Source: an optimization exercise on an open RTL-to-GDS flow (aim: small area). Production flows keep margins and buffers that such runs may drop. The RTL was checked by simulation tests, not by an equivalence proof against the original design. Power figures rest on the tool's default switching activity, not on a simulated workload.

Setup of run A:
==> flow/design.v (excerpt) <==
module router_top(clk,rst,din,rd_en0,rd_en1,rd_en2,pkt_vld,vld_out0,vld_out1,vld_out2,dout0,dout1,dout2,busy,err);
export LEC_CHECK = 0
export CAP_MARGIN = 10
export CORE_MARGIN = 2
export CORE_UTILIZATION = 60
export SLEW_MARGIN = 0
create_clock -name core_clock -period 4.0 [get_ports {clk}]
standard.sh (not shown) runs the stock make flow with config.mk's settings and CLKGATE_MAP_FILE= SYNTH_SCRIPT=/design/flow/synth_recipe.tcl, a recipe that flattens the netlist after the stock synthesis.
==> flow/flow/run.sh <==
#!/bin/bash
# Own layout flow: the standard layout (standard.sh) with
#  - the standard synthesis script, but an area-oriented ABC mapping script
#    (flow/area.abc) for the combinational logic; registers are mapped by
#    dfflibmap before ABC exactly as in the standard synthesis,
#  - smaller port buffers,
#  - a clock tree of clkbuf_8 leaves without dummy loads,
#  - no pre-placement upsizing (ABC buffers are removed instead),
#  - global placement that does not keep its timing-driven buffering, and
#    downsizing of non-critical cells after global routing.
set -euo pipefail
W=$PWD
sed "s#log_cmd abc {\*}\$abc_args#set abc_args [lreplace \$abc_args 1 1 $W/flow/area.abc]; log_cmd abc {*}\$abc_args#" \
  "$FLOW_HOME/scripts/synth.tcl" > "$W/synth_area.tcl"
grep -q "flow/area.abc" "$W/synth_area.tcl"
sed "s#source \$::env(SCRIPTS_DIR)/synth.tcl#source $W/synth_area.tcl#" synth_recipe.tcl > "$W/synth_recipe_area.tcl"
grep -q "synth_area.tcl" "$W/synth_recipe_area.tcl"
sed "s#SYNTH_SCRIPT=[^ ]*#SYNTH_SCRIPT=$W/synth_recipe_area.tcl#" standard.sh > "$W/standard_area.sh"
grep -q "synth_recipe_area.tcl" "$W/standard_area.sh"
export BUFFER_PORTS_ARGS="-buffer_cell sky130_fd_sc_hd__buf_1"
export REMOVE_ABC_BUFFERS=1
export RECOVER_POWER=100
export GPL_KEEP_OVERFLOW=0
export CTS_ARGS="-sink_clustering_enable -repair_clock_nets -sink_clustering_size 18 -sink_clustering_max_diameter 100 -buf_list sky130_fd_sc_hd__clkbuf_8 -dont_use_dummy_load"
bash "$W/standard_area.sh" finish > standard_flow.log 2>&1
==> flow/flow/area.abc <==
strash
&get -n
&st
&syn4
&dch -f
&nf -a -R 100
&put
topo
stime -c
Input-level comparison between run B and run A:
Settings: changing SLEW_MARGIN from 0 to 20; changing CORE_UTILIZATION from 60 to 40; changing CAP_MARGIN from 10 to 20.
--- a/flow/flow/run.sh
+++ b/flow/flow/run.sh
@@ -7,4 +7,3 @@
 #  - a clock tree of clkbuf_8 leaves without dummy loads,
-#  - no pre-placement upsizing (ABC buffers are removed instead),
-#  - global placement that does not keep its timing-driven buffering, and
+#  - no pre-placement upsizing (ABC buffers are removed instead) and
 #    downsizing of non-critical cells after global routing.
@@ -23,3 +22,3 @@
 export GPL_KEEP_OVERFLOW=0
-export CTS_ARGS="-sink_clustering_enable -repair_clock_nets -sink_clustering_size 18 -sink_clustering_max_diameter 100 -buf_list sky130_fd_sc_hd__clkbuf_8 -dont_use_dummy_load"
+export CTS_ARGS="-sink_clustering_enable -repair_clock_nets -sink_clustering_size 16 -sink_clustering_max_diameter 80 -buf_list sky130_fd_sc_hd__clkbuf_8 -dont_use_dummy_load"
 bash "$W/standard_area.sh" finish > standard_flow.log 2>&1
--- a/flow/flow/area.abc
+++ b/flow/flow/area.abc
@@ -3,3 +3,3 @@
 &st
-&syn4
+&syn2
 &dch -f
## What came out
A path type of the worst min-delay path of in2reg is what run B shows, while reg2reg belongs to run A.
Summary of run B over run A: final antenna diode count +3; die area +about 50%; routed via count -30.
Run B vs run A, capturing element of the worst setup path: dout0[5] vs dout0[3]
Combinational share of power: run A and run B compared, lower one is run A
Comparing share of final layout cell area taken by non-clock buffers for run A and run B, the smaller number came from run A.
The cell count number comes out higher for run B vs run A.
The first-iteration DRC count in run B is 0.880 times that in run A.
--- input diff run B..run C ---
Settings: CAP_MARGIN now 5, was 20; CORE_UTILIZATION now 60, was 40; SLEW_MARGIN now 5, was 20.
--- a/flow/flow/run.sh
+++ b/flow/flow/run.sh
@@ -6,4 +6,5 @@
 #  - smaller port buffers,
-#  - a clock tree of clkbuf_8 leaves without dummy loads,
-#  - no pre-placement upsizing (ABC buffers are removed instead) and
+#  - a clock tree of clkbuf_8 leaves (up to 18 sinks each) without dummy loads,
+#  - no pre-placement upsizing (ABC buffers are removed instead),
+#  - global placement that does not keep its timing-driven buffering, and
 #    downsizing of non-critical cells after global routing.
@@ -22,3 +23,3 @@
 export GPL_KEEP_OVERFLOW=0
-export CTS_ARGS="-sink_clustering_enable -repair_clock_nets -sink_clustering_size 16 -sink_clustering_max_diameter 80 -buf_list sky130_fd_sc_hd__clkbuf_8 -dont_use_dummy_load"
+export CTS_ARGS="-sink_clustering_enable -repair_clock_nets -sink_clustering_size 18 -sink_clustering_max_diameter 100 -buf_list sky130_fd_sc_hd__clkbuf_8 -dont_use_dummy_load"
 bash "$W/standard_area.sh" finish > standard_flow.log 2>&1
--- a/flow/flow/area.abc
+++ b/flow/flow/area.abc
@@ -7,2 +7,8 @@
 &put
+strash
+&get -n
+&st
+&dch -f
+&nf -a -R 100
+&put
 topo
Notes after the runs:
Run B ended up with met4 as its uppermost signal routing layer after detailed routing; run C ended up with met5.
Relative to run B, wire length has increased by about 1.5% in run C.
In run C the total clock network power turned out about 5% lower than in run B.
Detailed-routed wire length on met2 delta for run C relative to run B: 760 um higher
Input changes introduced in run D (baseline for comparison: run C):
Settings: a change of CAP_MARGIN from 5 to 20; a change of SLEW_MARGIN from 5 to 20.
--- a/flow/flow/run.sh
+++ b/flow/flow/run.sh
@@ -6,3 +6,3 @@
 #  - smaller port buffers,
-#  - a clock tree of clkbuf_8 leaves (up to 18 sinks each) without dummy loads,
+#  - a clock tree of clkbuf_8 leaves without dummy loads,
 #  - no pre-placement upsizing (ABC buffers are removed instead),
@@ -23,3 +23,3 @@
 export GPL_KEEP_OVERFLOW=0
-export CTS_ARGS="-sink_clustering_enable -repair_clock_nets -sink_clustering_size 18 -sink_clustering_max_diameter 100 -buf_list sky130_fd_sc_hd__clkbuf_8 -dont_use_dummy_load"
+export CTS_ARGS="-sink_clustering_enable -repair_clock_nets -sink_clustering_size 16 -sink_clustering_max_diameter 80 -buf_list sky130_fd_sc_hd__clkbuf_8 -dont_use_dummy_load"
 bash "$W/standard_area.sh" finish > standard_flow.log 2>&1
==> flow/flow/area.abc <==
strash
&get -n
&st
&syn4
&dch -f
&nf -a -R 100
&put
topo
stime -c
### Flow results
Run D: done, clean on timing, DRC and antenna
In run D, the non-filler instance count after layout came out about 2.1% below the value in run C.
A path type of the worst min-delay path of reg2reg is what run C shows, while in2reg belongs to run D.
Run D vs run C: worst slack at placement up
Run D vs. run C: die height level; total via count after detailed routing moved down.
Changes in run E relative to run D:
Settings: CORE_UTILIZATION: 60 -> 40.
==> flow/flow/run.sh <==
#!/bin/bash
# Own layout flow: the standard layout (standard.sh) with smaller port
# buffers and a clock tree of clkbuf_8 leaves without dummy loads.
set -euo pipefail
export BUFFER_PORTS_ARGS="-buffer_cell sky130_fd_sc_hd__buf_1"
export CTS_ARGS="-sink_clustering_enable -repair_clock_nets -sink_clustering_size 16 -sink_clustering_max_diameter 80 -buf_list sky130_fd_sc_hd__clkbuf_8 -dont_use_dummy_load"
bash standard.sh finish > standard_flow.log 2>&1
removed: flow/flow/area.abc
Findings:
All of run E and run D finish clean. dout0[5] as the endpoint of the most critical setup path was reported by run E, and dout0[0] by run D. | area growth from synthesis to final layout | lower: run D |. Compared with run D, in run E final standard cell area without fillers went up about 5.5%; net switching power went down 0.014 mW; utilization went down 21 points.

separate check: timing with driven ports:
No port has a modelled driver above. Below, the same layouts with a new extraction and two added sets of constraints. Step 1: set_driving_cell puts a clkbuf_16 on clk and a buf_2 on each other input, an assumption about the parent block. Step 2 also shifts input and output timing later by t, the mid clock arrival at the registers, as if the neighbouring blocks saw the same clock. Three values: ideal ports, drivers, drivers and shift; two values: the first two.
run | t (ns) | setup slack, ns | worst slew at a driven data input, ns
run A | 0.625 | 0.178 / 0.132 / 0.306 | 0.06
run B | 0.659 | 0.189 / 0.142 / 0.351 | 0.11
run C | 0.629 | 0.099 / 0.052 / 0.220 | 0.06
run D | 0.649 | 0.192 / 0.148 / 0.318 | 0.07
run E | 0.656 | 0.212 / 0.162 / 0.744 | 0.08
After both steps setup and hold are still met in every run listed.
